This is an optimization exercise on Yosys and OpenROAD, whose aim is small area, not a production implementation. Function was checked by simulation only, so behaviour that the tests miss may differ from the original.

Setup of the previous run:
==> flow/design.v (excerpt) <==
module main(clk, rst, ena, state_0, cells);
parameter N = 16;
input wire clk;
input wire rst;
input wire ena;
input wire [N*N-1:0] state_0;
output logic [N*N-1:0] cells;
logic [N*N-1:0] p0, p1, t0, t1;
logic [N*N-1:0] n0, kk, w0, w1;
logic [N*N-1:0] nxt;
logic ld, n_st, hd;
assign ld = rst;
assign n_st = rst | ~ena;
assign hd = ~rst & ~ena;
genvar x, y;
generate
  for (y = 0; y < N; y = y + 1) begin : g_row
    for (x = 0; x < N; x = x + 1) begin : g_col
      localparam int I = N*y + x;
      if (y == 0) begin : g_top
        assign p0[I] = cells[I+N];
        assign p1[I] = 1'b0;
        half_adder vt (.a(cells[I+N]), .b(cells[I]), .sum(t0[I]), .c_out(t1[I]));
      end else if (y == N-1) begin : g_bot
        assign p0[I] = cells[I-N];
        assign p1[I] = 1'b0;
        half_adder vt (.a(cells[I-N]), .b(cells[I]), .sum(t0[I]), .c_out(t1[I]));
      end else begin : g_mid
        half_adder vp (.a(cells[I-N]), .b(cells[I+N]), .sum(p0[I]), .c_out(p1[I]));
        gate_xor2 vt0 (.a(p0[I]), .b(cells[I]), .y(t0[I]));
        gate_a21o vt1 (.a1(p0[I]), .a2(cells[I]), .b1(p1[I]), .y(t1[I]));
      end
      if (x == 0) begin : g_left
        half_adder h0 (.a(t0[I+1]), .b(p0[I]), .sum(n0[I]), .c_out(kk[I]));
        if (y == 0 || y == N-1) begin : g_corner
          assign w0[I] = t1[I+1];
          assign w1[I] = 1'b0;
        end else begin : g_edge
          half_adder h1 (.a(t1[I+1]), .b(p1[I]), .sum(w0[I]), .c_out(w1[I]));
        end
      end else if (x == N-1) begin : g_right
        half_adder h0 (.a(t0[I-1]), .b(p0[I]), .sum(n0[I]), .c_out(kk[I]));
        if (y == 0 || y == N-1) begin : g_corner
          assign w0[I] = t1[I-1];
          assign w1[I] = 1'b0;
        end else begin : g_edge
          half_adder h1 (.a(t1[I-1]), .b(p1[I]), .sum(w0[I]), .c_out(w1[I]));
        end
      end else begin : g_inner
        adder_1 h0 (.a(t0[I-1]), .b(p0[I]), .c_in(t0[I+1]), .sum(n0[I]), .c_out(kk[I]));
        if (y == 0 || y == N-1) begin : g_edge
          half_adder h1 (.a(t1[I-1]), .b(t1[I+1]), .sum(w0[I]), .c_out(w1[I]));
        end else begin : g_mid
          gate_or3 h1o (.a(t1[I-1]), .b(p1[I]), .c(t1[I+1]), .y(w0[I]));
          gate_maj3 h1m (.a(t1[I-1]), .b(p1[I]), .c(t1[I+1]), .y(w1[I]));
        end
  ...
Size: ~520 I/O pins, roughly 0.028 sq mm of cells after synthesis.
==> module gate_a21o, before the edit <==
module gate_a21o(a1, a2, b1, y);
input wire a1, a2, b1;
output logic y;
assign y = (a1 & a2) | b1;
endmodule
==> module conway_cell, before the edit <==
module conway_cell(ld, n_st, hd, state_0, state_q, n0, kk, w0, w1, state_d);
parameter bit has_w1 = 1'b1;
input wire ld, n_st, hd, state_0, state_q;
input wire n0, kk, w0, w1;
output logic state_d;
logic not_two_st;    
logic n_step;        
logic n_hold_load;   
if (has_w1) begin : g_w1
  gate_a211oi g1 (.a1(kk), .a2(w0), .b1(w1), .c1(n_st), .y(not_two_st));
end else begin : g_no_w1
  gate_a21oi g1 (.a1(kk), .a2(w0), .b1(n_st), .y(not_two_st));
end
gate_o221ai g2 (.a1(kk), .a2(w0), .b1(n0), .b2(state_q), .c1(not_two_st), .y(n_step));
gate_a22oi g3 (.a1(hd), .a2(state_q), .b1(ld), .b2(state_0), .y(n_hold_load));
gate_nand2 g4 (.a(n_step), .b(n_hold_load), .y(state_d));
endmodule
==> module main, before the edit <==
module main(clk, rst, ena, state_0, cells);
parameter N = 16;
input wire clk;
input wire rst;
input wire ena;
input wire [N*N-1:0] state_0;
output logic [N*N-1:0] cells;
logic [N*N-1:0] p0, p1, t0, t1;
logic [N*N-1:0] n0, kk, w0, w1;
logic [N*N-1:0] nxt;
logic ld, n_st, hd;
assign ld = rst;
assign n_st = rst | ~ena;
assign hd = ~rst & ~ena;
genvar x, y;
generate
  for (y = 0; y < N; y = y + 1) begin : g_row
    for (x = 0; x < N; x = x + 1) begin : g_col
      localparam int I = N*y + x;
      if (y == 0) begin : g_top
        assign p0[I] = cells[I+N];
        assign p1[I] = 1'b0;
        half_adder vt (.a(cells[I+N]), .b(cells[I]), .sum(t0[I]), .c_out(t1[I]));
      end else if (y == N-1) begin : g_bot
        assign p0[I] = cells[I-N];
        assign p1[I] = 1'b0;
        half_adder vt (.a(cells[I-N]), .b(cells[I]), .sum(t0[I]), .c_out(t1[I]));
      end else begin : g_mid
        half_adder vp (.a(cells[I-N]), .b(cells[I+N]), .sum(p0[I]), .c_out(p1[I]));
        gate_xor2 vt0 (.a(p0[I]), .b(cells[I]), .y(t0[I]));
        gate_a21o vt1 (.a1(p0[I]), .a2(cells[I]), .b1(p1[I]), .y(t1[I]));
      end
      if (x == 0) begin : g_left
        half_adder h0 (.a(t0[I+1]), .b(p0[I]), .sum(n0[I]), .c_out(kk[I]));
        if (y == 0 || y == N-1) begin : g_corner
          assign w0[I] = t1[I+1];
          assign w1[I] = 1'b0;
        end else begin : g_edge
          half_adder h1 (.a(t1[I+1]), .b(p1[I]), .sum(w0[I]), .c_out(w1[I]));
        end
      end else if (x == N-1) begin : g_right
        half_adder h0 (.a(t0[I-1]), .b(p0[I]), .sum(n0[I]), .c_out(kk[I]));
        if (y == 0 || y == N-1) begin : g_corner
          assign w0[I] = t1[I-1];
          assign w1[I] = 1'b0;
        end else begin : g_edge
          half_adder h1 (.a(t1[I-1]), .b(p1[I]), .sum(w0[I]), .c_out(w1[I]));
        end
      end else begin : g_inner
        adder_1 h0 (.a(t0[I-1]), .b(p0[I]), .c_in(t0[I+1]), .sum(n0[I]), .c_out(kk[I]));
        if (y == 0 || y == N-1) begin : g_edge
          half_adder h1 (.a(t1[I-1]), .b(t1[I+1]), .sum(w0[I]), .c_out(w1[I]));
        end else begin : g_mid
          gate_or3 h1o (.a(t1[I-1]), .b(p1[I]), .c(t1[I+1]), .y(w0[I]));
          gate_maj3 h1m (.a(t1[I-1]), .b(p1[I]), .c(t1[I+1]), .y(w1[I]));
        end
      end
      conway_cell #(.has_w1((x > 0 && x < N-1) || (y > 0 && y < N-1)))
        rule (.ld(ld), .n_st(n_st), .hd(hd), .state_0(state_0[I]), .state_q(cells[I]),
              .n0(n0[I]), .kk(kk[I]), .w0(w0[I]), .w1(w1[I]), .state_d(nxt[I]));
    end
  end
endgenerate
always_ff @(posedge clk)
  cells <= nxt;
endmodule
clock: 5.0 ns
lec_check: 0
cap_margin: 0
core_margin: 2
core_utilization: 70
place_density: 0.8
slew_margin: 0
synth_hierarchical: 1
standard.sh (not shown) runs the stock make flow with config.mk's settings and CLKGATE_MAP_FILE= SYNTH_SCRIPT=/design/flow/synth_recipe.tcl, a recipe that flattens the netlist after the stock synthesis.
==> flow/flow/run.sh <==
#!/bin/bash
# Own flow: the standard layout, with three changes:
#  - after synthesis, every combinational cell gets its smallest drive strength
#    (flow/downsize.tcl); the resizer repairs slew, capacitance and timing later;
#  - the port buffers are sky130_fd_sc_hd__buf_1;
#  - clock tree synthesis without dummy loads.
set -euo pipefail
here=$(pwd)
bash standard.sh \
  "POST_SYNTH_TCL=$here/flow/downsize.tcl" \
  "BUFFER_PORTS_ARGS=-buffer_cell sky130_fd_sc_hd__buf_1" \
  "CTS_ARGS=-sink_clustering_enable -repair_clock_nets -dont_use_dummy_load -buf_list sky130_fd_sc_hd__clkbuf_4 -sink_clustering_size 8 -sink_clustering_max_diameter 40" \
  finish > "$here/standard_flow.log" 2>&1
==> flow/flow/downsize.tcl <==
# Post-synthesis hook: give every combinational cell the smallest drive
# strength of its function (the resizer repairs slew and timing later).
# Sequential cells keep the cell the standard synthesis gave them.
set db [ord::get_db]
set block [ord::get_db_block]
set n 0
foreach inst [$block getInsts] {
  set m [$inst getMaster]
  set name [$m getName]
  if { ![regexp {^(sky130_fd_sc_hd__[a-z0-9]+)_([0-9]+)$} $name -> base drive] } { continue }
  if { [regexp {^sky130_fd_sc_hd__(df|edf|sdf|sedf|dl|clkbuf|conb|tap|fill|decap)} $base] } { continue }
  set best $m
  set best_area [expr { [$m getWidth] * [$m getHeight] }]
  foreach d {0 1 2} {
    set cand [$db findMaster "${base}_$d"]
    if { $cand eq "NULL" || $cand eq "" } { continue }
    set a [expr { [$cand getWidth] * [$cand getHeight] }]
    if { $a < $best_area } { set best $cand; set best_area $a }
  }
  if { $best ne $m } {
    $inst swapMaster $best
    incr n
  }
}
puts "downsize: $n cells given a smaller drive strength"
## Diff of input files: the current run against the previous run
--- a/flow/design.v
+++ b/flow/design.v
@@ -27,8 +27,8 @@
 assign y = (a & b) | (a & c) | (b & c);
 endmodule
-module gate_a21o(a1, a2, b1, y);
-input wire a1, a2, b1;
+module gate_a211o(a1, a2, b1, c1, y);
+input wire a1, a2, b1, c1;
 output logic y;
-assign y = (a1 & a2) | b1;
+assign y = (a1 & a2) | b1 | c1;
 endmodule
 module gate_a21oi(a1, a2, b1, y);
@@ -61,4 +61,5 @@
 module conway_cell(ld, n_st, hd, state_0, state_q, n0, kk, w0, w1, state_d);
 parameter bit has_w1 = 1'b1;
+parameter bit has_st = 1'b1;
 input wire ld, n_st, hd, state_0, state_q;
 input wire n0, kk, w0, w1;
@@ -67,5 +68,7 @@
 logic n_step;        
 logic n_hold_load;   
-if (has_w1) begin : g_w1
+if (!has_st) begin : g_no_st
+  gate_a21oi g1 (.a1(kk), .a2(w0), .b1(w1), .y(not_two_st));
+end else if (has_w1) begin : g_w1
   gate_a211oi g1 (.a1(kk), .a2(w0), .b1(w1), .c1(n_st), .y(not_two_st));
 end else begin : g_no_w1
@@ -108,5 +111,5 @@
         half_adder vp (.a(cells[I-N]), .b(cells[I+N]), .sum(p0[I]), .c_out(p1[I]));
         gate_xor2 vt0 (.a(p0[I]), .b(cells[I]), .y(t0[I]));
-        gate_a21o vt1 (.a1(p0[I]), .a2(cells[I]), .b1(p1[I]), .y(t1[I]));
+        gate_a211o vt1 (.a1(p0[I]), .a2(cells[I]), .b1(p1[I]), .c1(n_st), .y(t1[I]));
       end
       if (x == 0) begin : g_left
@@ -135,5 +138,6 @@
         end
       end
-      conway_cell #(.has_w1((x > 0 && x < N-1) || (y > 0 && y < N-1)))
+      conway_cell #(.has_w1((x > 0 && x < N-1) || (y > 0 && y < N-1)),
+                    .has_st(!(x > 0 && x < N-1 && y > 0 && y < N-1)))
         rule (.ld(ld), .n_st(n_st), .hd(hd), .state_0(state_0[I]), .state_q(cells[I]),
               .n0(n0[I]), .kk(kk[I]), .w0(w0[I]), .w1(w1[I]), .state_d(nxt[I]));
Notes after the runs:
The layout net count of the previous run and that of the current run are within noise of each other. The current run: total iterations of the first detailed-routing run is 2 higher than what the previous run reported. As of the current run, total wire length had risen slightly compared to the previous run. Setup slack of the most critical reg-to-reg path on the current run is down relative to the previous run. Any difference in cell total after placement between the previous run and the current run is small enough to ignore. Summary of the current run over the previous run: cell count of the worst reg-to-reg path went down, clock skew rose by 0.016 ns. Going from the previous run to the current run, setup slack -0.14 ns, global-route track usage on met1 +12 points, clock buffer count +5.5%. The current run ended up with input port to flip-flop as its worst setup path category; the previous run ended up with flip-flop to primary output. Vias: the current run more than the previous run. Comparing the current run with the previous run, the sequential share of layout area came out essentially unchanged.

==> separate check: timing with driven ports <==
In the flow no input, the clock included, has a driving cell. The finished layouts below were timed again as built, in two steps. Step 1, drivers: a clkbuf_16 drives clk and a buf_2 each remaining input, both assumed. Step 2 also shifts input and output timing later by t, the mid clock arrival at the registers, as if the neighbouring blocks saw the same clock. a / b / c = no drivers / after step 1 / after step 2; a / b = the first two.
run | shift t [ns] | slack for setup (ns) | worst register clock-pin slew, ns | worst data-port slew with drivers (ns) | pins driven straight from the clock port
the previous run | 0.910 | 2.287 / 2.228 / 1.658 | 0.10 / 0.10 | 0.14 | 1
the current run | 0.877 | 2.149 / 2.154 / 1.277 | 0.09 / 0.09 | 0.16 | 1
After both steps setup and hold are still met in every run listed. For the current run, which loses most, drivers alone change the setup slack by +0.005 ns; drivers and shift together by -0.872 ns.
